This is an optimization exercise on Yosys and OpenROAD, whose aim is small area and a short achievable clock period, not a production implementation.
Only simulation tests tie the RTL to the original design; equivalence was not proved.

## before
Design buck_cv_pi, start of the top module:
module buck_cv_pi(clk_sample,rst,Vout_from_buck,Time_on);
input clk_sample;
input rst;                           
input [15:0] Vout_from_buck;
output [9:0] Time_on;
reg [40:0] A;
reg [15:0] vp;
reg rf;
wire [15:0] V = Vout_from_buck;
wire n0, n1;
ha_m un0(.a(V[0]), .b(vp[0]), .s(n0), .co(n1));
wire n2, n3;
ha_m un2(.a(V[1]), .b(vp[1]), .s(n2), .co(n3));
wire n4, n5;
ha_m un4(.a(V[2]), .b(vp[2]), .s(n4), .co(n5));
wire n6, n7;
ha_m un6(.a(V[3]), .b(vp[3]), .s(n6), .co(n7));
wire n8, n9;
ha_m un8(.a(V[4]), .b(vp[4]), .s(n8), .co(n9));
wire n10, n11;
ha_m un10(.a(V[5]), .b(vp[5]), .s(n10), .co(n11));
wire n12, n13;
ha_m un12(.a(V[6]), .b(vp[6]), .s(n12), .co(n13));
wire n14, n15;
ha_m un14(.a(V[7]), .b(vp[7]), .s(n14), .co(n15));
wire n16, n17;
ha_m un16(.a(V[8]), .b(vp[8]), .s(n16), .co(n17));
wire n18, n19;
ha_m un18(.a(V[9]), .b(vp[9]), .s(n18), .co(n19));
wire n20, n21;
ha_m un20(.a(V[10]), .b(vp[10]), .s(n20), .co(n21));
wire n22, n23;
ha_m un22(.a(V[11]), .b(vp[11]), .s(n22), .co(n23));
wire n24, n25;
ha_m un24(.a(V[12]), .b(vp[12]), .s(n24), .co(n25));
wire n26, n27;
ha_m un26(.a(V[13]), .b(vp[13]), .s(n26), .co(n27));
wire n28, n29;
ha_m un28(.a(V[14]), .b(vp[14]), .s(n28), .co(n29));
wire n30, n31;
ha_m un30(.a(V[15]), .b(vp[15]), .s(n30), .co(n31));
wire n32 = n3 | (n2 & n1);
wire n33 = n2 & n0;
wire n34 = n7 | (n6 & n5);
wire n35 = n6 & n4;
wire n36 = n11 | (n10 & n9);
wire n37 = n10 & n8;
wire n38 = n15 | (n14 & n13);
wire n39 = n14 & n12;
wire n40 = n19 | (n18 & n17);
wire n41 = n18 & n16;
wire n42 = n23 | (n22 & n21);
wire n43 = n22 & n20;
wire n44 = n27 | (n26 & n25);
wire n45 = n26 & n24;
wire n46 = n31 | (n30 & n29);
wire n47 = n30 & n28;
wire n48 = n34 | (n35 & n32);
wire n49 = n35 & n33;
wire n50 = n38 | (n39 & n36);
wire n51 = n39 & n37;
wire n52 = n42 | (n43 & n40);
wire n53 = n43 & n41;
wire n54 = n46 | (n47 & n44);
wire n55 = n47 & n45;
wire n56 = n50 | (n51 & n48);
wire n57 = n51 & n49;
wire n58 = n54 | (n55 & n52);
wire n59 = n55 & n53;
wire n60 = n58 | (n59 & n56);
wire n61 = n59 & n57;
wire n62 = n52 | (n53 & n56);
wire n63 = n53 & n57;
wire n64 = n36 | (n37 & n48);
wire n65 = n37 & n49;
wire n66 = n40 | (n41 & n56);
wire n67 = n41 & n57;
wire n68 = n44 | (n45 & n62);
wire n69 = n45 & n63;
wire n70 = n5 | (n4 & n32);
wire n71 = n4 & n33;
  ...
For scale: ~1300 cells after synthesis, about 56 flip-flops, roughly 28 I/O pins.
clock: 175.0 ns
lec_check: 0
abc_area: 1
cap_margin: 20
core_margin: 2
core_utilization: 50
cts_buf_list: sky130_fd_sc_hd__clkbuf_8
slew_margin: 20
synth_hierarchical: 1
standard.sh (not shown) runs the stock make flow with config.mk's settings and CLKGATE_MAP_FILE= SYNTH_SCRIPT=/design/flow/synth_recipe.tcl, a recipe that flattens the netlist after the stock synthesis.
==> flow/flow/run.sh <==
#!/bin/bash
# Standard layout, except that the port buffers inserted before global
# placement use buf_2 cells instead of the default choice.
set -e
export BUFFER_PORTS_ARGS="-buffer_cell sky130_fd_sc_hd__buf_2"
bash standard.sh > standard.log 2>&1
Changes in after relative to before:
Settings: clearing CTS_BUF_LIST, which used to be sky130_fd_sc_hd__clkbuf_8.
### Flow results
after completed end to end with timing, DRC and antenna clean.
before -> after: number of flops mapped to enable cells by yosys delta 0, exact match
Post-synthesis to final-layout area growth: after vs before up 0.56 points
Comparing after and before, worst-case headroom to the max-slew limit is higher on after.
after -> before: post-cts sizing count delta 0, exact match
First-pass GRT wire length essentially unchanged between after and before.
Post-detailed-placement half-perimeter wirelength: after vs before identical
Compared with before, in after clock-pin slew on the worst setup and hold paths went down 40 ps; design area rose by about 0.54%; adder-cell share of the synthesized area was more or less identical.
Reported for after and before, count of antenna diodes in the layout turned out identical to the last digit.

## separate check: timing with driven ports
In the flow no input, the clock included, has a driving cell. The finished layouts below were timed again as built, in two steps. Step 1, drivers: a clkbuf_16 drives clk_sample and a buf_2 each remaining input, both assumed. Step 2 adds t to the input delays and takes it off the output delays; t is the mean of the earliest and latest rising clock arrival at the registers after step 1. Input paths then give back, and output paths get back, about the clock's delay inside the block. Three values: ideal ports, drivers, drivers and shift; two values: the first two.
| run | t, ns | setup slack, ns | slew at the worst register clock pin (ns) |
|---|---|---|---|
| before | 0.363 | 129.730 / 129.689 / 130.052 | 0.12 / 0.12 |
| after | 0.343 | 129.809 / 129.762 / 130.105 | 0.08 / 0.08 |
After both steps every run listed still meets setup and hold.
